From an optimization exercise on the open Yosys and OpenROAD flow, aimed at small area; shortcuts taken in it are not production practice.
Function was checked by simulation only, so behaviour that the tests miss may differ from the original.
Power figures rest on the tool's default switching activity, not on a simulated workload.

File: design/flow/config.mk
export PLATFORM = sky130hd
export DESIGN_NAME = ram_top
export DESIGN_NICKNAME = ram_top
export VERILOG_FILES = /design/flow/design.v
export SDC_FILE = /design/flow/constraint.sdc
export NUM_CORES = 4
export LEC_CHECK = 0
export CAP_MARGIN = 20
export CORE_MARGIN = 2
export CORE_UTILIZATION = 40
export CTS_BUF_LIST = sky130_fd_sc_hd__clkbuf_16
export CTS_CLUSTER_DIAMETER = 60
export CTS_CLUSTER_SIZE = 20
export GPL_TIMING_DRIVEN = 0
export SLEW_MARGIN = 20
export SYNTH_HIERARCHICAL = 1
File: design/flow/constraint.sdc
create_clock -name core_clock -period 5.0 [get_ports {clk}]
set_input_delay 1.0000 -clock core_clock [delete_from_list [all_inputs] [get_ports {clk}]]
set_output_delay 1.0000 -clock core_clock [all_outputs]
set_load 0.01 [all_outputs]
File: design/flow/design.v
module dual_port_ram (
	input  logic       clk,
	input  logic       wb,
	input  logic       sa,
	input  logic       hold,
	input  logic [7:0] nda,
	input  logic [7:0] ndb,
	output logic [7:0] q
);
	genvar j;
	generate
	for (j = 0; j < 8; j++) begin : bits
		ram_bit u_bit (
			.clk(clk), .wb(wb), .sa(sa), .hold(hold),
			.nda(nda[j]), .ndb(ndb[j]), .q(q[j])
		);
	end
	endgenerate
endmodule
module ram_bit (
	input  logic clk,
	input  logic wb,
	input  logic sa,
	input  logic hold,
	input  logic nda,
	input  logic ndb,
	output logic q
);
	always_ff @(posedge clk)
		q <= ~((wb & ndb) | (sa & nda) | (hold & ~q));
endmodule
module ram_word_ctl (
	input  logic nwbh,
	input  logic nwbl,
	input  logic nxah,
	input  logic nxal,
	output logic wb,
	output logic xa,
	output logic hold
);
	assign wb   = ~(nwbh | nwbl);
	assign xa   = ~(nxah | nxal);
	ram_nor2 u_hold (.a(wb), .b(xa), .y(hold));
endmodule
module ram_nor2 (
	input  logic a,
	input  logic b,
	output logic y
);
	assign y = ~(a | b);
endmodule
module ram_aoi3 (
	input  logic [2:0] s,
	input  logic [2:0] d,
	output logic       y
);
	assign y = ~|(s & d);
endmodule
module ram_read_bit (
	input  logic        clk,
	input  logic [31:0] sel,
	input  logic        hold,
	input  logic [31:0] d,
	output logic        q
);
	logic [32:0] s, dd;
	logic [10:0] y;
	assign s  = {hold, sel};
	assign dd = {q, d};
	genvar g;
	generate
	for (g = 0; g < 11; g++) begin : aoi
		ram_aoi3 u_aoi (.s(s[3*g+2:3*g]), .d(dd[3*g+2:3*g]), .y(y[g]));
	end
	endgenerate
	always_ff @(posedge clk)
		q <= ~&y;
endmodule
module ram_top(
	input  logic 	   clk,
	input  logic 	   rsta,
	input  logic 	   ena,
	input  logic       wea,
	input  logic [4:0] addra,
	input  logic [7:0] dina,
	output logic [7:0] douta,
	input  logic 	   rstb,
	input  logic 	   enb,
	input  logic 	   web,
	input  logic [4:0] addrb,
	input  logic [7:0] dinb,
	output logic [7:0] doutb
);
	logic        rst;
	logic [7:0]  nda, ndb;      
	logic        coll;          
	logic [3:0]  nwbh, nxah, rah, rbh;
	logic [7:0]  nwbl, nxal, ral, rbl;
	logic [31:0] wb, xa, hold;  
	logic [31:0] ra, rb;        
	logic        ha, hb;        
	logic [7:0]  mem [31:0];
	logic [31:0] col [7:0];
	assign rst = rsta | rstb;
	assign coll = ena & wea & enb & web & (addra == addrb);
	assign nda = ~((coll ? dinb : dina) & {8{~rst}});
	assign ndb = ~(dinb & {8{~rst}});
	assign ha  = ~rsta & ~(ena & ~wea);
	assign hb  = ~rstb & ~(enb & ~web);
	always_comb begin
		for (int i = 0; i < 4; i++) begin
			nwbh[i] = ~(enb & web & (addrb[4:3] == i[1:0]));
			nxah[i] = ~(rst | (ena & wea & (addra[4:3] == i[1:0])));
			rah[i]  = ~rsta & ena & ~wea & (addra[4:3] == i[1:0]);
			rbh[i]  = ~rstb & enb & ~web & (addrb[4:3] == i[1:0]);
		end
		for (int j = 0; j < 8; j++) begin
			nwbl[j] = ~(addrb[2:0] == j[2:0]);
			nxal[j] = ~(rst | (addra[2:0] == j[2:0]));
			ral[j]  = (addra[2:0] == j[2:0]);
			rbl[j]  = (addrb[2:0] == j[2:0]);
		end
		for (int k = 0; k < 32; k++) begin
			ra[k] = rah[k / 8] & ral[k % 8];
			rb[k] = rbh[k / 8] & rbl[k % 8];
		end
		for (int b = 0; b < 8; b++)
			for (int k = 0; k < 32; k++)
				col[b][k] = mem[k][b];
	end
	genvar k, j;
	generate
	for (k = 0; k < 32; k++) begin : words
		ram_word_ctl u_ctl (
			.nwbh(nwbh[k / 8]), .nwbl(nwbl[k % 8]), .nxah(nxah[k / 8]), .nxal(nxal[k % 8]),
			.wb(wb[k]), .xa(xa[k]), .hold(hold[k])
		);
		dual_port_ram u_word (
			.clk(clk), .wb(wb[k]), .sa(xa[k]), .hold(hold[k]),
			.nda(nda), .ndb(ndb), .q(mem[k])
		);
	end
	for (j = 0; j < 8; j++) begin : bits
		ram_read_bit u_ra (.clk(clk), .sel(ra), .hold(ha), .d(col[j]), .q(douta[j]));
		ram_read_bit u_rb (.clk(clk), .sel(rb), .hold(hb), .d(col[j]), .q(doutb[j]));
	end
	endgenerate
endmodule
File: design/flow/run.sh
#!/bin/bash
# synth_recipe.tcl (not shown) runs the flow's synth.tcl, then flattens the netlist and writes it again
# the make line also repeats each setting of config.mk as NAME=value (left out here)
make -C /OpenROAD-flow-scripts/flow DESIGN_CONFIG=/design/flow/config.mk WORK_HOME=/design/flow/orfs CLKGATE_MAP_FILE= SYNTH_SCRIPT=/design/flow/synth_recipe.tcl finish
==> impl_metrics.sql, run 1 <==
INSERT INTO impl_metrics (metric_group, metric, value, unit) VALUES
('power_and_ir_drop', 'power_frac_clock', '40.3', '%'),
('route', 'detail_route.wl_per_cell', '30.7', 'microns'),
('power_and_ir_drop', 'p_comb_share', '12.3', '%'),
('power_and_ir_drop', 'fin_total_pwr', '5.70', 'mW'),
('global_routing', 'globalRouteTotalUtil', '31.7', '%'),
('cts', 'clock_sink_count', '272', ''),
('setup_path', 'setup.worst_path.end_class', 'register', ''),
('yosys', 'synthesis.nets', '1316', ''),
('cells_and_area', 'total_of_fill_cells_in_the_finished_design', '2959', ''),
('floorplanning', 'die_area', '32300', 'sq um'),
('cells_and_area', 'fraction_of_final_layout_cells_with_drive_strength_greater_than_1', '6.79', '%'),
('yosys', 'synth_simple_gate_area_share', '10.9', '%'),
('setup_path', 'worstPathCellList', 'clkdlybuf4s50_1 -> nor2_1 -> clkbuf_1 -> and2_1 -> nor2_1 -> nor2_1 -> a222oi_1', ''),
('cts', 'ctsLongestPathBuffers', '3', ''),
('sta', 'final-max-slew-violation-count', '0', ''),
('placement', 'post-place-cells', '1728', ''),
('placement', 'detailedPlacementHpwl', '36900', 'microns'),
('placement', 'dp_worst_setup_slack', '890', 'ps'),
('yosys', 'avgSynthCellArea', '9.62', 'sq um'),
('cts', 'holdBufCountCts', '0', ''),
('setup_path', 'worstSetupPathType', 'input port to register', ''),
('sta', 'worst-slew-pin-transition', '1110', 'ps'),
('cts', 'clock_insertion_delay_worst_skew', '560', 'ps'),
('sta', 'maxClockFrequency', '270', 'MHz'),
('setup_path', 'timing.rr.start', 'words[27].u_word.bits[4].u_bit.q$_DFF_P_', ''),
('cts', 'clk_transition_reported_paths', '80', 'ps'),
('cts', 'tritoncts.num_buffers', '28', ''),
('global_routing', 'grt-ovfl-total', '0', ''),
('setup_path', 'slowest_delay', '550', 'ps'),
('setup_path', 'r2r_slack', '3030', 'ps'),
('yosys', 'post_synthesis_adder_cell_area_fraction', '0', '%'),
('floorplanning', 'chipWidth', '180', 'microns'),
('sta', 'final_hold_violations', '0', ''),
('global_routing', 'pin_count_of_the_biggest_net_entering_global_routing', '33', ''),
('setup_path', 'critical_path_cell_count', '7', ''),
('cells_and_area', 'syn_to_final_growth', '17.4', '%'),
('placement', 'placement.io_buffers', '41', ''),
('cells_and_area', 'antennaDiodeCount', '0', ''),
('yosys', 'syn_area', '12300', 'sq um'),
('sta', 'slew_headroom', '25.9', '%'),
('route', 'detailedRoute.firstPassIterationCount', '11', ''),
('yosys', 'synth.lib_cells_used.distinct', '27', ''),
('global_routing', 'grt_antenna_before_repair', '0', ''),
('route', 'vias', '13382', ''),
('sta', 'rsz_0062_raised_after_global_routing', 'false', ''),
('hold_path', 'hold_class', 'register to register', ''),
('route', 'wirelength', '54600', 'microns'),
('cts', 'postCtsSetupBuffers', '0', ''),
('setup_path', 'worstRegToRegCells', '3', ''),
('cells_and_area', 'nNetsFinal', '1395', ''),
('power_and_ir_drop', 'netSwitchingFraction', '31.1', '%'),
('floorplanning', 'pin_count', '49', ''),
('sta', 'fin_crit_sh', '74.1', '%'),
('cells_and_area', 'finalNonFillerCells', '1780', ''),
('sta', 'worst_slack', '1290', 'ps'),
('setup_path', 'cpLargestDelayFamily', 'simple AND/OR/NAND/NOR gates', ''),
('global_routing', 'vias_in_the_first_global_route', '12006', ''),
('power_and_ir_drop', 'power.leakage', '5.99', 'nW'),
('floorplanning', 'core_area', '30500', 'sq um'),
('sta', 'finalSetupViolations', '0', ''),
('power_and_ir_drop', 'ir_worst_vdd', '0.273', 'mV'),
('route', 'ant_nets', '0', ''),
('global_routing', 'first_pass_grt_wire_length', '78100', 'microns'),
('outcome', 'run_status', 'complete, no violations', ''),
('yosys', 'portion_of_netlist_area_occupied_by_mux_cells', '0.730', '%'),
('power_and_ir_drop', 'internal_power', '3.93', 'mW'),
('floorplanning', 'placement_rows', '64', ''),
('setup_path', 'timing.critical_path.from_type', 'input port', ''),
('power_and_ir_drop', 'power.density_cell_area', '394', 'nW/um^2'),
('setup_path', 'worstPathBufferInverterCount', '2', ''),
('route', 'drc', '0', '');
[Yosys stat by module (local to each module, per instance), a selection]
module	copies in the design	area [sq um]	cells inside	flip-flops and latches
ram_aoi3	176	10.0	1	0
ram_bit	256	33.8	3	1
ram_nor2	32	3.75	1	0
ram_read_bit	16	43.8	5	1
ram_top	1	867	163	0
ram_word_ctl	32	7.51	2	0
[cell families after synthesis]
group                     count (synthesis)
and+or+nand+nor                         289
xor gates and xnor gates                  5
buffers and inverters                   270
DFF                                     272
AOI/OAI and AO/OA                       439
muxes                                     8
[power by group through the flow]
stage / logic, mW / registers (mW) / clock network, mW
6_report: 0.703 / 2.70 / 2.30
5_1_grt: 0.765 / 2.72 / 2.40
4_1_cts: 0.682 / 2.69 / 2.31
3_5_place_dp: 0.679 / 2.74 / 0
3_3_place_gp: 0.648 / 2.73 / 0
2_1_floorplan: 0.455 / 2.64 / 0
[worst min path at each step]
| stage | start | to | cells after the start |
|---|---|---|---|
| finish | words[1].u_word.bits[5].u_bit.q$_DFF_P_ | words[1].u_word.bits[5].u_bit.q$_DFF_P_ | 2 |
| global route | words[7].u_word.bits[5].u_bit.q$_DFF_P_ | words[7].u_word.bits[5].u_bit.q$_DFF_P_ | 2 |
| CTS | words[4].u_word.bits[1].u_bit.q$_DFF_P_ | words[4].u_word.bits[1].u_bit.q$_DFF_P_ | 2 |
| detailed placement | words[4].u_word.bits[1].u_bit.q$_DFF_P_ | words[4].u_word.bits[1].u_bit.q$_DFF_P_ | 2 |
| global placement | words[4].u_word.bits[5].u_bit.q$_DFF_P_ | words[4].u_word.bits[5].u_bit.q$_DFF_P_ | 2 |
| floorplan | words[10].u_word.bits[0].u_bit.q$_DFF_P_ | words[10].u_word.bits[0].u_bit.q$_DFF_P_ | 2 |
[sequential cells by signal (all words and copies together) (netlist names)]
register	flops
bits.u_rb.q	8
words.u_word.bits.u_bit.q	256
bits.u_ra.q	8
[worst min-delay path, cell delays in order, from the launching register on]
cell	delay [ps]
dfxtp_1	320
inv_1	50
a222oi_1	80
[stage by stage]
stage | hold slack (ps) | area, sq um
final | 502 | 14500
after global routing | 517 | 14500
after CTS | 502 | 14500
after detailed placement | 490 | 13500
after global placement | 485 | 13200
after floorplan | 480 | 12300
[cell type report]
cell class | instances | area (sq um) | area share (%)
Clock inverter | 23 | 295 | 2.04
Timing Repair Buffer | 49 | 586 | 4.04
Tap cell | 396 | 495 | 3.42
Multi-Input combinational cell | 741 | 5880 | 40.6
Sequential cell | 272 | 5450 | 37.6
Clock buffer | 29 | 726 | 5.01
Buffer | 12 | 80.1 | 0.553
Inverter | 258 | 968 | 6.69
[routing by layer]
metal  vias to the layer above  track usage [%]  share of wire (%)
met4                         0             13.4                4.3
met2                      1086             47.7                 43
li1                       5691                -                  -
met5                         -                0                  0
met3                       136             6.87                 14
met1                      6469             43.9                 39
[placed cells by master (no fill, tap or decap), types with 2 or more instances in the layout]
master,netlist,final
a222oi_1,432,432
dfxtp_1,272,272
inv_1,258,258
nor2_1,165,165
clkdlybuf4s50_1,0,41
nand4_1,34,34
clkbuf_16,0,29
nand3_1,22,22
or3_1,18,18
nand2_1,23,15
nand2_2,0,8
mux2_2,8,8
nand3b_1,7,7
and2_1,7,7
inv_8,0,6
buf_12,0,6
buf_4,5,5
clkinv_8,0,5
clkbuf_1,4,4
or3b_2,4,4
inv_6,0,4
xor2_1,3,3
a21oi_1,3,3
nor2b_1,3,3
inv_12,0,3
buf_6,2,2
xnor2_1,2,2
nor3b_1,2,2
a31oi_2,0,2
clkinvlp_4,0,2
clkinv_4,0,2
buf_16,0,2
[synthesized netlist by cell type (all sizes together) (2+ instances only)]
| master | count | area share (%) |
|---|---|---|
| and2 | 7 | 0.35 |
| clkbuf | 4 | 0.12 |
| nor3b | 2 | 0.12 |
| a31oi | 3 | 0.15 |
| mux2 | 8 | 0.73 |
| a21oi | 3 | 0.12 |
| or3 | 18 | 0.91 |
| nand3b | 7 | 0.43 |
| nand3 | 23 | 0.97 |
| nor2 | 165 | 5.0 |
| nor2b | 3 | 0.15 |
| dfxtp | 272 | 44 |
| xnor2 | 2 | 0.14 |
| nand2 | 23 | 0.70 |
| nand4 | 34 | 1.7 |
| inv | 258 | 7.8 |
| or3b | 4 | 0.28 |
| a222oi | 432 | 35 |
| buf | 8 | 0.53 |
| xor2 | 3 | 0.21 |
==> run 2, diff against run 1 <==
==> design/flow/config.mk (replaced) <==
export PLATFORM = sky130hd
export DESIGN_NAME = ram_top
export DESIGN_NICKNAME = ram_top
export VERILOG_FILES = /design/flow/design.v
export SDC_FILE = /design/flow/constraint.sdc
export NUM_CORES = 4
export LEC_CHECK = 0
export CAP_MARGIN = 20
export CORE_MARGIN = 2
export CORE_UTILIZATION = 40
export CTS_BUF_LIST = sky130_fd_sc_hd__clkbuf_8
export CTS_CLUSTER_DIAMETER = 50
export CTS_CLUSTER_SIZE = 12
export SLEW_MARGIN = 20
export SYNTH_HIERARCHICAL = 1
==> run 2 against run 1 <==
Effect of this change: synthesized cell count did not move; first-iteration DRC count rose by 2.5%; via count rose by 1.3%; utilization fell by 1.1 points; highest routed layer unchanged; critical path type unchanged; hold slack improved by 1.1 ps; clock skew rose by 13 ps; non-clock buffer count rose by 13; die area did not move; combinational power fell by 0.9%; routed wire length rose by 1.9%; sequential power barely moved.
==> impl_metrics.sql, run 2 <==
INSERT INTO impl_metrics (metric_group, metric, value, unit) VALUES
('outcome', 'run_status', 'complete, no violations', ''),
('power_and_ir_drop', 'power.leakage', '5.87', 'nW'),
('cells_and_area', 'fraction_of_final_layout_cells_with_drive_strength_greater_than_1', '6.65', '%'),
('floorplanning', 'chipWidth', '180', 'microns'),
('yosys', 'post-synth-top-area-cell', 'dfxtp_1', ''),
('setup_path', 'slowest_delay', '700', 'ps'),
('cells_and_area', 'largest_register_ffs', '256', ''),
('cts', 'cts-resized-gates', '0', ''),
('global_routing', 'globalRouteTotalUtil', '32.9', '%'),
('setup_path', 'timing.critical_path.required', '5490', 'ps'),
('power_and_ir_drop', 'p_comb_share', '13.5', '%'),
('yosys', 'syn_area', '12300', 'sq um'),
('cts', 'postCtsSetupBuffers', '0', ''),
('cts', 'tritoncts.num_buffers', '34', ''),
('cells_and_area', 'layout_commonest_cell', 'a222oi_1', ''),
('setup_path', 'timing.critical_path.from_type', 'input port', ''),
('sta', 'setup_total_negative_slack', '0', 'ps'),
('global_routing', 'pin_count_of_the_biggest_net_entering_global_routing', '34', ''),
('setup_path', 'cpLargestDelayFamily', 'simple AND/OR/NAND/NOR gates', ''),
('power_and_ir_drop', 'netSwitchingFraction', '30.5', '%'),
('yosys', 'yosys-top-cells-count', 'a222oi_1, dfxtp_1, inv_1', ''),
('yosys', 'synth.top_cell.area_share', '44.1', '%'),
('sta', 'rsz_0062_raised_after_global_routing', 'false', ''),
('sta', 'post-route-min-period', '3530', 'ps'),
('setup_path', 'worstPathBufferInverterCount', '1', ''),
('route', 'dr.first_iter.drc_count', '4280', ''),
('yosys', 'asyncSetResetFlopFracSynth', '0', '%'),
('cells_and_area', 'largest_registers', 'words.u_word.bits.u_bit.q: 256 flops, bits.u_ra.q: 8 flops, bits.u_rb.q: 8 flops', ''),
('cts', 'holdBufCountCts', '0', ''),
('sta', 'worst-slew-pin-transition', '1170', 'ps'),
('sta', 'finalSetupViolations', '0', ''),
('cells_and_area', 'nNetsFinal', '1414', ''),
('global_routing', 'grt_antenna_before_repair', '2', ''),
('sta', 'fin_crit_sh', '70.6', '%'),
('yosys', 'synth_most_common_cell', 'a222oi_1', ''),
('cells_and_area', 'largest_register', 'words.u_word.bits.u_bit.q', ''),
('setup_path', 'worstPathCellList', 'clkdlybuf4s50_1 -> nor3b_1 -> nand2_1 -> nor2_1 -> a222oi_1 -> nand4_1 -> or3_1', ''),
('route', 'detail_route.wl_per_cell', '31.0', 'microns'),
('cts', 'cts_tree', 'built', ''),
('floorplanning', 'fp.dieH', '180', 'microns'),
('cts', 'clock_sink_count', '272', ''),
('hold_path', 'hold_class', 'register to register', ''),
('placement', 'detailedPlacementHpwl', '36100', 'microns'),
('sta', 'maxClockFrequency', '283', 'MHz'),
('yosys', 'synthesized_instance_count', '1283', ''),
('cells_and_area', 'regArea', '5450', 'sq um'),
('route', 'wirelength', '55700', 'microns'),
('power_and_ir_drop', 'power_frac_clock', '34.1', '%'),
('cells_and_area', 'multiInputGateArea', '5850', 'sq um'),
('floorplanning', 'core_area', '30500', 'sq um'),
('global_routing', 'vias_in_the_first_global_route', '12403', ''),
('cells_and_area', 'finalNonFillerCells', '1797', ''),
('yosys', 'synth_warnings', '12', ''),
('cells_and_area', 'total_of_fill_cells_in_the_finished_design', '2972', ''),
('setup_path', 'setup.worst_path.end_class', 'register', ''),
('cells_and_area', 'fin_util', '46.4', '%'),
('cts', 'clock_insertion_delay_worst_skew', '550', 'ps'),
('setup_path', 'critical_path.slowest_cell', 'nor2_1', ''),
('cells_and_area', 'syn_to_final_growth', '14.6', '%'),
('cells_and_area', 'layout_common_cells', 'a222oi_1, dfxtp_1, inv_1', ''),
('cts', 'ctsLongestPathBuffers', '3', ''),
('sta', 'clock-skew-final', '25.0', 'ps'),
('floorplanning', 'pin_count', '49', ''),
('cts', 'ctsRootBufferMaster', 'clkbuf_8', ''),
('route', 'route.detailed.vias_per_inst', '7.54', ''),
('yosys', 'avgSynthCellArea', '9.62', 'sq um'),
('global_routing', 'first_pass_grt_wire_length', '81000', 'microns'),
('yosys', 'synth.yosys.seq_area_share', '44.1', '%'),
('setup_path', 'worstSetupPathType', 'input port to register', ''),
('floorplanning', 'initial_core_utilization', '40.4', '%'),
('power_and_ir_drop', 'internal_power', '3.60', 'mW'),
('sta', 'final-max-slew-violation-count', '0', ''),
('route', 'ant_nets', '0', ''),
('setup_path', 'crit_path_max_fanout', '8', ''),
('global_routing', 'grt-ovfl-total', '0', ''),
('power_and_ir_drop', 'p_switching', '1.58', 'mW'),
('yosys', 'yosys_register_bits', '272', ''),
('yosys', 'synth_ff_type', 'dfxtp_1', ''),
('route', 'detailedRoute.firstPassIterationCount', '22', ''),
('power_and_ir_drop', 'power.density_cell_area', '366', 'nW/um^2'),
('sta', 'slew_headroom', '21.9', '%'),
('yosys', 'post_synth_main_area_contributors', 'dfxtp_1, a222oi_1, inv_1', ''),
('power_and_ir_drop', 'fin_total_pwr', '5.18', 'mW'),
('sta', 'final_hold_violations', '0', ''),
('yosys', 'synthesis.nets', '1316', ''),
('job', 'drv_cap', '0', ''),
('placement', 'placement.io_buffers', '48', ''),
('floorplanning', 'placement_rows', '64', ''),
('cts', 'clk_transition_reported_paths', '90', 'ps'),
('yosys', 'synth.lib_cells_used.distinct', '27', ''),
('route', 'drc', '0', ''),
('floorplanning', 'die_area', '32300', 'sq um'),
('placement', 'post-place-cells', '1741', ''),
('cts', 'cts-htree-levels', '2', ''),
('yosys', 'synth-edff-count', '0', ''),
('power_and_ir_drop', 'power.share.sequential', '52.5', '%'),
('route', 'vias', '13557', ''),
('placement', 'gp_congestion', '1.02', ''),
('setup_path', 'worst_ep_arrival_time', '4020', 'ps'),
('power_and_ir_drop', 'ir_worst_vdd', '0.197', 'mV');
## run 2: modules after synthesis, one instance, submodules excluded, excerpt
module        flip-flops and latches  area (sq um)
ram_aoi3                           0          10.0
ram_bit                            1          33.8
ram_top                            0           867
ram_word_ctl                       0          7.51
ram_nor2                           0          3.75
ram_read_bit                       1          43.8
## run 2: power by group through the flow
| stage | clock [mW] | sequential (mW) | combinational (mW) |
|---|---|---|---|
| 2_1_floorplan | 0 | 2.64 | 0.455 |
| 3_3_place_gp | 0 | 2.74 | 0.662 |
| 3_5_place_dp | 0 | 2.75 | 0.676 |
| 4_1_cts | 1.77 | 2.70 | 0.679 |
| 5_1_grt | 1.86 | 2.74 | 0.759 |
| 6_report | 1.76 | 2.72 | 0.697 |
## run 2: cell type report
class                           instances  area share, %
Clock buffer                           38           3.70
Tap cell                              396           3.50
Inverter                              258           6.85
Timing Repair Buffer                   74           4.78
Antenna cell                            2         0.0354
Clock inverter                         16           1.28
Multi-Input combinational cell        741           41.4
Sequential cell                       272           38.5
## run 2: final timing paths
path	startpoint	end	slack [ps]	cells after the start
max	ena	bits[6].u_ra.q$_DFF_P_	1470	7
min	words[13].u_word.bits[2].u_bit.q$_DFF_P_	words[13].u_word.bits[2].u_bit.q$_DFF_P_	500	2
max reg2reg	words[27].u_word.bits[6].u_bit.q$_DFF_P_	bits[6].u_ra.q$_DFF_P_	3200	3
min reg2reg	words[13].u_word.bits[2].u_bit.q$_DFF_P_	words[13].u_word.bits[2].u_bit.q$_DFF_P_	500	2
## run 2: metrics by stage
stage / hold slack, ps / setup slack [ps] / cell area [sq um]
2_1_floorplan: 480 / 2210 / 12300
3_3_place_gp: 486 / 1120 / 13400
3_5_place_dp: 492 / 1110 / 13400
4_1_cts: 503 / 1680 / 14100
5_1_grt: 527 / 1430 / 14100
6_report: 504 / 1470 / 14100
## run 2: cell families after synthesis
logic type | synth area share, %
AO/OA/AOI/OAI | 35.4
buffers and inverters | 8.50
flip-flops | 44.1
AND/OR/NAND/NOR | 10.9
multiplexers | 0.730
XOR/XNOR | 0.355
## run 2: layer usage
metal	GRT usage (%)	vias to the layer above	wire length, microns	part of all wire (%)
met5	0	-	0	0
li1	-	5718	-	-
met1	45.9	6471	21900	39
met3	6.97	183	7610	14
met4	15.5	0	2840	5.1
met2	48.5	1185	23300	42
## run 2: worst min-delay path, delay by kind of cell (launching register included)
kind,cells,cell delay [ps]
flip-flops,1,330
AO/OA/AOI/OAI,1,80
buffers and inverters,1,50
==> run 3, diff against run 2 <==
==> design/flow/flow/run.sh (new file) <==
#!/bin/bash
set -euo pipefail
export BUFFER_PORTS_ARGS="-buffer_cell sky130_fd_sc_hd__buf_1"
export CTS_ARGS="-sink_clustering_enable -repair_clock_nets -dont_use_dummy_load -buf_list sky130_fd_sc_hd__clkbuf_16 -sink_clustering_size 20 -sink_clustering_max_diameter 150"
bash standard.sh > standard.log 2>&1
==> design/flow/standard.sh (new file) <==
#!/bin/bash
# synth_recipe.tcl (not shown) runs the flow's synth.tcl, then flattens the netlist and writes it again
# the make line also repeats each setting of config.mk as NAME=value (left out here)
make -C /OpenROAD-flow-scripts/flow DESIGN_CONFIG=/design/flow/config.mk WORK_HOME=/design/flow/orfs CLKGATE_MAP_FILE= SYNTH_SCRIPT=/design/flow/synth_recipe.tcl "${@:-finish}"
--- a/design/flow/config.mk
+++ b/design/flow/config.mk
@@ -8,8 +8,6 @@
 export CAP_MARGIN = 20
 export CORE_MARGIN = 2
 export CORE_UTILIZATION = 40
-export CTS_BUF_LIST = sky130_fd_sc_hd__clkbuf_8
-export CTS_CLUSTER_DIAMETER = 50
-export CTS_CLUSTER_SIZE = 12
+export GPL_TIMING_DRIVEN = 0
 export SLEW_MARGIN = 20
 export SYNTH_HIERARCHICAL = 1
removed: design/flow/run.sh
==> run 3 against run 2 <==
Effect of this change: still clean; synthesized area is the same; sequential power is essentially flat; hold slack is essentially flat; design area shrank 3.5%; critical endpoint is now words[7].u_word.bits[5].u_bit.q$_DFF_P_; highest routed layer is now met5.
==> impl_metrics.sql, run 3 <==
INSERT INTO impl_metrics (metric_group, metric, value, unit) VALUES
('cts', 'clock_insertion_delay_worst_skew', '510', 'ps'),
('setup_path', 'setup.worst_path.end_class', 'register', ''),
('cts', 'cts-resized-gates', '0', ''),
('power_and_ir_drop', 'power_frac_clock', '28.7', '%'),
('cells_and_area', 'largest_register', 'words.u_word.bits.u_bit.q', ''),
('global_routing', 'globalRouteTotalUtil', '31.1', '%'),
('placement', 'dp_worst_setup_slack', '1320', 'ps'),
('cells_and_area', 'nNetsFinal', '1384', ''),
('power_and_ir_drop', 'netSwitchingFraction', '29.9', '%'),
('route', 'dr.first_iter.drc_count', '4167', ''),
('route', 'detailedRoute.firstPassIterationCount', '13', ''),
('floorplanning', 'initial_core_utilization', '40.4', '%'),
('setup_path', 'timing.critical_path.required', '5330', 'ps'),
('yosys', 'synth_ff_type', 'dfxtp_1', ''),
('setup_path', 'worstRegToRegCells', '3', ''),
('cts', 'cts-htree-levels', '1', ''),
('sta', 'worst-slew-pin-transition', '1060', 'ps'),
('route', 'wirelength', '53400', 'microns'),
('setup_path', 'worstSetupPathType', 'input port to register', ''),
('power_and_ir_drop', 'power.leakage', '5.61', 'nW'),
('power_and_ir_drop', 'p_switching', '1.41', 'mW'),
('hold_path', 'hold_class', 'register to register', ''),
('setup_path', 'slowest_delay', '540', 'ps'),
('sta', 'maxClockFrequency', '305', 'MHz'),
('setup_path', 'r2r_slack', '3210', 'ps'),
('setup_path', 'r2r-end', 'bits[2].u_ra.q$_DFF_P_', ''),
('sta', 'rsz_0062_raised_after_global_routing', 'false', ''),
('yosys', 'post-synth-top-area-cell', 'dfxtp_1', ''),
('job', 'drv_cap', '0', ''),
('cts', 'ctsRootBufferMaster', 'clkbuf_16', ''),
('yosys', 'synth.lib_cells_used.distinct', '27', ''),
('setup_path', 'timing.critical_path.from_type', 'input port', ''),
('yosys', 'synth.yosys.seq_area_share', '44.1', '%'),
('sta', 'setup_total_negative_slack', '0', 'ps'),
('yosys', 'yosys_register_bits', '272', ''),
('cts', 'holdBufCountCts', '0', ''),
('cells_and_area', 'regArea', '5450', 'sq um'),
('yosys', 'synth.top_cell.area_share', '44.1', '%'),
('outcome', 'run_status', 'complete, no violations', ''),
('yosys', 'asyncSetResetFlopFracSynth', '0', '%'),
('global_routing', 'vias_in_the_first_global_route', '11626', ''),
('sta', 'final_hold_violations', '0', ''),
('cells_and_area', 'total_of_fill_cells_in_the_finished_design', '3044', ''),
('global_routing', 'grt-ovfl-total', '0', ''),
('floorplanning', 'placement_rows', '64', ''),
('placement', 'placement.io_buffers', '41', ''),
('setup_path', 'worst_path_most_repeated_cell', 'nor2_1', ''),
('cts', 'postCtsSetupBuffers', '0', ''),
('hold_path', 'min_delay_path_depth', '2', ''),
('floorplanning', 'core_area', '30500', 'sq um'),
('global_routing', 'grt_antenna_before_repair', '1', ''),
('yosys', 'synthesis.nets', '1316', ''),
('yosys', 'synth_warnings', '12', ''),
('cells_and_area', 'fin_area', '13600', 'sq um'),
('power_and_ir_drop', 'fin_total_pwr', '4.73', 'mW'),
('power_and_ir_drop', 'ir_worst_vdd', '0.214', 'mV'),
('yosys', 'avgSynthCellArea', '9.62', 'sq um'),
('setup_path', 'worst_ep_arrival_time', '3610', 'ps'),
('setup_path', 'timing.rr.start', 'words[27].u_word.bits[2].u_bit.q$_DFF_P_', ''),
('placement', 'placement.cell_area', '13200', 'sq um'),
('placement', 'post-place-cells', '1728', ''),
('yosys', 'synthesized_instance_count', '1283', ''),
('cells_and_area', 'largest_registers', 'words.u_word.bits.u_bit.q: 256 flops, bits.u_ra.q: 8 flops, bits.u_rb.q: 8 flops', ''),
('cts', 'cts_tree', 'built', ''),
('cells_and_area', 'multiInputGateArea', '5880', 'sq um'),
('cells_and_area', 'largest_register_ffs', '256', ''),
('sta', 'fin_crit_sh', '65.6', '%'),
('yosys', 'synth_most_common_cell', 'a222oi_1', ''),
('setup_path', 'crit_path_max_fanout', '10', ''),
('route', 'vias', '13129', ''),
('sta', 'fin_worst_hold_slack', '504', 'ps'),
('route', 'ant_nets', '0', ''),
('cells_and_area', 'layout_commonest_cell', 'a222oi_1', ''),
('cts', 'clock_sink_count', '272', ''),
('cts', 'clk_transition_reported_paths', '90', 'ps'),
('power_and_ir_drop', 'power.density_cell_area', '347', 'nW/um^2'),
('floorplanning', 'fp.dieH', '180', 'microns'),
('hold_path', 'hold_path_startpoint', 'words[1].u_word.bits[5].u_bit.q$_DFF_P_', ''),
('floorplanning', 'die_area', '32300', 'sq um'),
('cts', 'ctsLongestPathBuffers', '3', ''),
('setup_path', 'critical_path.slowest_cell', 'nor2_1', ''),
('power_and_ir_drop', 'p_comb_share', '14.2', '%'),
('cells_and_area', 'syn_to_final_growth', '10.6', '%'),
('setup_path', 'worstPathCellList', 'buf_1 -> nor2_1 -> clkbuf_1 -> and2_1 -> nor2_1 -> nor2_1 -> a222oi_1', ''),
('cells_and_area', 'fin_util', '44.7', '%'),
('sta', 'clock-skew-final', '34.9', 'ps'),
('floorplanning', 'pin_count', '49', ''),
('placement', 'gp_congestion', '1.01', ''),
('global_routing', 'first_pass_grt_wire_length', '76900', 'microns'),
('cells_and_area', 'antennaDiodeCount', '0', ''),
('sta', 'slew_headroom', '29.1', '%'),
('yosys', 'post_synth_main_area_contributors', 'dfxtp_1, a222oi_1, inv_1', ''),
('route', 'route.detailed.vias_per_inst', '7.52', ''),
('sta', 'post-route-min-period', '3280', 'ps'),
('sta', 'worst_slack', '1720', 'ps'),
('cells_and_area', 'finalNonFillerCells', '1745', ''),
('floorplanning', 'chipWidth', '180', 'microns'),
('sta', 'finalSetupViolations', '0', ''),
('cts', 'tritoncts.num_buffers', '17', ''),
('power_and_ir_drop', 'power.share.sequential', '57.2', '%'),
('yosys', 'syn_area', '12300', 'sq um'),
('sta', 'final-max-slew-violation-count', '0', ''),
('cells_and_area', 'fraction_of_final_layout_cells_with_drive_strength_greater_than_1', '4.37', '%'),
('route', 'drc', '0', ''),
('global_routing', 'pin_count_of_the_biggest_net_entering_global_routing', '33', ''),
('yosys', 'synth-edff-count', '0', ''),
('yosys', 'yosys-top-cells-count', 'a222oi_1, dfxtp_1, inv_1', ''),
('placement', 'detailedPlacementHpwl', '36600', 'microns'),
('route', 'detail_route.wl_per_cell', '30.6', 'microns'),
('hold_path', 'min_delay_worst_endpoint', 'words[1].u_word.bits[5].u_bit.q$_DFF_P_', ''),
('power_and_ir_drop', 'internal_power', '3.31', 'mW'),
('cells_and_area', 'layout_common_cells', 'a222oi_1, dfxtp_1, inv_1', '');
-- run 3: cell types whose count changed in the layout (fill, tap and decap cells not counted), sizes merged --
cell,before,now
clkdlybuf4s50,48,0
clkinvlp,3,0
clkinv,3,0
bufinv,3,0
buf,26,57
clkbuf,38,21
diode,2,0
inv,265,258
-- run 3: per-module statistics from Yosys (local to each module, per instance), a selection --
module | flops+latches | cells | cell area [sq um]
ram_bit | 1 | 3 | 33.8
ram_read_bit | 1 | 5 | 43.8
ram_aoi3 | 0 | 1 | 10.0
ram_nor2 | 0 | 1 | 3.75
ram_word_ctl | 0 | 2 | 7.51
ram_top | 0 | 163 | 867
-- run 3: cells by family (layout without fill, tap and decap cells) --
kind of cell,count (synthesis),after routing,share of synthesized area [%]
xor+xnor,5,5,0.355
buf+inv,270,336,8.50
compound gates,439,439,35.4
mux,8,8,0.730
simple gates,289,289,10.9
flops,272,272,44.1
-- run 3: area by class of cell --
class	instances	share of cell area, %
Clock buffer	17	3.12
Timing Repair Buffer	49	2.52
Sequential cell	272	39.9
Multi-Input combinational cell	741	43.1
Inverter	258	7.10
Buffer	12	0.587
Tap cell	396	3.63
-- run 3: worst max-delay path by stage --
| stage | from | end | cells past startpoint |
|---|---|---|---|
| 6_report | rstb | words[7].u_word.bits[5].u_bit.q$_DFF_P_ | 7 |
| 2_1_floorplan | addra[0] | words[26].u_word.bits[0].u_bit.q$_DFF_P_ | 6 |
| 3_5_place_dp | rstb | words[12].u_word.bits[6].u_bit.q$_DFF_P_ | 7 |
| 4_1_cts | rstb | words[0].u_word.bits[4].u_bit.q$_DFF_P_ | 7 |
| 5_1_grt | addrb[3] | words[9].u_word.bits[2].u_bit.q$_DFF_P_ | 6 |
| 3_3_place_gp | rstb | words[7].u_word.bits[3].u_bit.q$_DFF_P_ | 6 |
-- run 3: layer usage --
layer | part of all wire, % | vias to the layer above | global-route usage, % | wire [microns]
li1 | - | 5634 | - | -
met1 | 40 | 6306 | 44.8 | 21100
met3 | 13 | 135 | 4.70 | 7090
met4 | 4.5 | 2 | 12.5 | 2430
met2 | 43 | 1052 | 46.7 | 22800
met5 | 0.021 | - | 0 | 11
-- run 3: critical path: cells and delay by family --
family,cells,cell delay [ps]
buf+inv,2,580
simple gates,4,1810
compound gates,1,200
-- run 3: power by group through the flow --
stage / registers, mW / logic [mW] / clock network (mW)
6_report: 2.70 / 0.670 / 1.36
5_1_grt: 2.73 / 0.734 / 1.43
4_1_cts: 2.69 / 0.652 / 1.37
3_5_place_dp: 2.74 / 0.650 / 0
3_3_place_gp: 2.73 / 0.618 / 0
2_1_floorplan: 2.64 / 0.455 / 0
==> run 4, diff against run 3 <==
==> design/flow/flow/run.sh (replaced) <==
#!/bin/bash
set -euo pipefail
export BUFFER_PORTS_ARGS="-buffer_cell sky130_fd_sc_hd__buf_1"
export CTS_ARGS="-sink_clustering_enable -repair_clock_nets -dont_use_dummy_load -buf_list sky130_fd_sc_hd__clkbuf_8 -sink_clustering_size 14 -sink_clustering_max_diameter 80"
bash standard.sh > standard.log 2>&1
==> run 4 against run 3 <==
Effect of this change: sequential power about the same; routed wire length about the same; fmax up 3.3%; clock power down 15%; non-clock buffer count unchanged; global-route usage up 0.082 points; via count up 0.25%; flip-flop and latch count unchanged.
==> impl_metrics.sql, run 4 <==
INSERT INTO impl_metrics (metric_group, metric, value, unit) VALUES
('outcome', 'run_status', 'complete, no violations', ''),
('yosys', 'yosys_register_bits', '272', ''),
('setup_path', 'worstSetupPathType', 'input port to register', ''),
('sta', 'final_hold_violations', '0', ''),
('yosys', 'synth_most_common_cell', 'a222oi_1', ''),
('cells_and_area', 'fin_util', '44.4', '%'),
('setup_path', 'worst_path_most_repeated_cell', 'nor2_1', ''),
('cells_and_area', 'fraction_of_final_layout_cells_with_drive_strength_greater_than_1', '4.80', '%'),
('yosys', 'synth.top_cell.area_share', '44.1', '%'),
('yosys', 'avgSynthCellArea', '9.62', 'sq um'),
('floorplanning', 'core_area', '30500', 'sq um'),
('sta', 'fin_crit_sh', '63.6', '%'),
('yosys', 'synth_ff_type', 'dfxtp_1', ''),
('cells_and_area', 'multiInputGateArea', '5880', 'sq um'),
('cells_and_area', 'nNetsFinal', '1390', ''),
('setup_path', 'timing.critical_path.from_type', 'input port', ''),
('sta', 'worst-slew-pin-transition', '1050', 'ps'),
('setup_path', 'setup.worst_path.end_class', 'register', ''),
('placement', 'gp_congestion', '1.01', ''),
('route', 'detailedRoute.firstPassIterationCount', '15', ''),
('cts', 'ctsLongestPathBuffers', '3', ''),
('yosys', 'post-synth-top-area-cell', 'dfxtp_1', ''),
('sta', 'slew_headroom', '30.2', '%'),
('global_routing', 'globalRouteTotalUtil', '31.2', '%'),
('job', 'drv_cap', '0', ''),
('route', 'vias', '13162', ''),
('hold_path', 'hold_class', 'register to register', ''),
('global_routing', 'grt-ovfl-total', '0', ''),
('setup_path', 'slowest_delay', '530', 'ps'),
('placement', 'placement.io_buffers', '41', ''),
('cells_and_area', 'layout_commonest_cell', 'a222oi_1', ''),
('sta', 'final-max-slew-violation-count', '0', ''),
('yosys', 'post_synth_main_area_contributors', 'dfxtp_1, a222oi_1, inv_1', ''),
('cts', 'clk_transition_reported_paths', '90', 'ps'),
('power_and_ir_drop', 'fin_total_pwr', '4.53', 'mW'),
('cells_and_area', 'largest_register_ffs', '256', ''),
('cells_and_area', 'largest_register', 'words.u_word.bits.u_bit.q', ''),
('cts', 'ctsRootBufferMaster', 'clkbuf_8', ''),
('power_and_ir_drop', 'ir_worst_vdd', '0.209', 'mV'),
('cts', 'tritoncts.num_buffers', '23', ''),
('yosys', 'syn_area', '12300', 'sq um'),
('power_and_ir_drop', 'power.leakage', '5.57', 'nW'),
('global_routing', 'grt_antenna_before_repair', '1', ''),
('cts', 'holdBufCountCts', '0', ''),
('cts', 'clock_insertion_delay_worst_skew', '580', 'ps'),
('cts', 'postCtsSetupBuffers', '0', ''),
('floorplanning', 'placement_rows', '64', ''),
('yosys', 'asyncSetResetFlopFracSynth', '0', '%'),
('setup_path', 'worst_ep_arrival_time', '3570', 'ps'),
('sta', 'maxClockFrequency', '315', 'MHz'),
('sta', 'finalSetupViolations', '0', ''),
('yosys', 'yosys-top-cells-count', 'a222oi_1, dfxtp_1, inv_1', ''),
('setup_path', 'worstRegToRegCells', '3', ''),
('global_routing', 'pin_count_of_the_biggest_net_entering_global_routing', '33', ''),
('route', 'dr.first_iter.drc_count', '4382', ''),
('cells_and_area', 'layout_common_cells', 'a222oi_1, dfxtp_1, inv_1', ''),
('cts', 'clock_sink_count', '272', ''),
('floorplanning', 'fp.dieH', '180', 'microns'),
('floorplanning', 'chipWidth', '180', 'microns'),
('yosys', 'synth_warnings', '12', ''),
('route', 'ant_nets', '0', ''),
('global_routing', 'first_pass_grt_wire_length', '77100', 'microns'),
('route', 'wirelength', '53400', 'microns'),
('yosys', 'synth.yosys.seq_area_share', '44.1', '%'),
('sta', 'post-route-min-period', '3180', 'ps'),
('cells_and_area', 'antennaDiodeCount', '0', ''),
('sta', 'rsz_0062_raised_after_global_routing', 'false', ''),
('floorplanning', 'die_area', '32300', 'sq um'),
('power_and_ir_drop', 'power.density_cell_area', '334', 'nW/um^2'),
('route', 'route.detailed.vias_per_inst', '7.52', ''),
('cells_and_area', 'regArea', '5450', 'sq um');
## run 4: cell types whose count changed in the layout (fill, tap and decap cells not counted)
cell | previous run | this run
clkbuf_8 | 0 | 23
clkbuf_16 | 17 | 0
## run 4: worst max-delay path: cells and delay by family
| kind | cells | cell delay [ps] |
|---|---|---|
| compound gates | 1 | 200 |
| simple gates | 4 | 1790 |
| buf+inv | 2 | 570 |
## run 4: path summary, 6_finish.rpt
check / startpoint / end / slack [ps]
hold reg to reg: words[1].u_word.bits[5].u_bit.q$_DFF_P_ / words[1].u_word.bits[5].u_bit.q$_DFF_P_ / 510
setup reg to reg: words[27].u_word.bits[5].u_bit.q$_DFF_P_ / bits[5].u_ra.q$_DFF_P_ / 3190
setup / recovery: rstb / words[7].u_word.bits[2].u_bit.q$_DFF_P_ / 1820
hold / removal: words[1].u_word.bits[5].u_bit.q$_DFF_P_ / words[1].u_word.bits[5].u_bit.q$_DFF_P_ / 510
## run 4: cell type report
class,count,area share (%)
Buffer,12,0.592
Clock buffer,23,2.34
Inverter,258,7.16
Multi-Input combinational cell,741,43.5
Sequential cell,272,40.2
Tap cell,396,3.66
Timing Repair Buffer,49,2.54
## run 4: cells by family after synthesis
kind of cell	count (synthesis)	synth area share (%)
mux	8	0.730
xor+xnor	5	0.355
simple gates	289	10.9
flops	272	44.1
compound gates	439	35.4
buf+inv	270	8.50
## run 4: where the power goes
part,internal (mW),switching [mW],total (mW)
clock network,0.412,0.742,1.15
logic,0.260,0.410,0.670
registers,2.45,0.257,2.70
## run 4: per-stage QoR
stage,cell area (sq um),std cells
global placement,13000,1720
CTS,13500,1751
global route,13500,1751
detailed placement,13200,1728
floorplan,12300,1283
finish,13500,1751
## run 4: per-module statistics from Yosys, one instance, submodules excluded, excerpt
module / cell area (sq um) / cells inside / copies in the design / flip-flops and latches
ram_top: 867 / 163 / 1 / 0
ram_read_bit: 43.8 / 5 / 16 / 1
ram_bit: 33.8 / 3 / 256 / 1
ram_aoi3: 10.0 / 1 / 176 / 0
ram_word_ctl: 7.51 / 2 / 32 / 0
ram_nor2: 3.75 / 1 / 32 / 0
## run 4: routing by layer
metal	up-vias	part of all wire [%]	global-route usage [%]
li1	5637	-	-
met1	6304	39	44.6
met2	1062	42	46.7
met3	157	14	4.96
met4	2	4.9	13.2
met5	-	0.017	0

## separate check: timing with driven ports
No port has a modelled driver above. Below, the same layouts with a new extraction and two added sets of constraints. Step 1 assumes that a clkbuf_16 drives the clock port and a buf_2 every other input. Step 2 moves the port delays by t, midway between the first and last clock arrival at a register: inputs arrive t later, outputs are due t later. That takes back most of the time a late clock gives input paths. Three values: ideal ports, drivers, drivers and shift; two values: the first two.
run	shift t [ns]	setup WS [ns]	worst setup path at the end	latest minus earliest clock arrival (ns)
run 1	0.605	1.295 / 1.321 / 0.715	input to register	0.013 / 0.013
run 2	0.591	1.469 / 1.491 / 0.901	input to register	0.035 / 0.035
run 3	0.550	1.718 / 1.749 / 1.198	input to register	0.035 / 0.035
run 4	0.608	1.822 / 1.848 / 1.240	input to register	0.044 / 0.044
After both steps setup and hold are still met in every run listed. For run 4, which loses most, drivers alone change the setup slack by +0.026 ns; drivers and shift together by -0.582 ns.
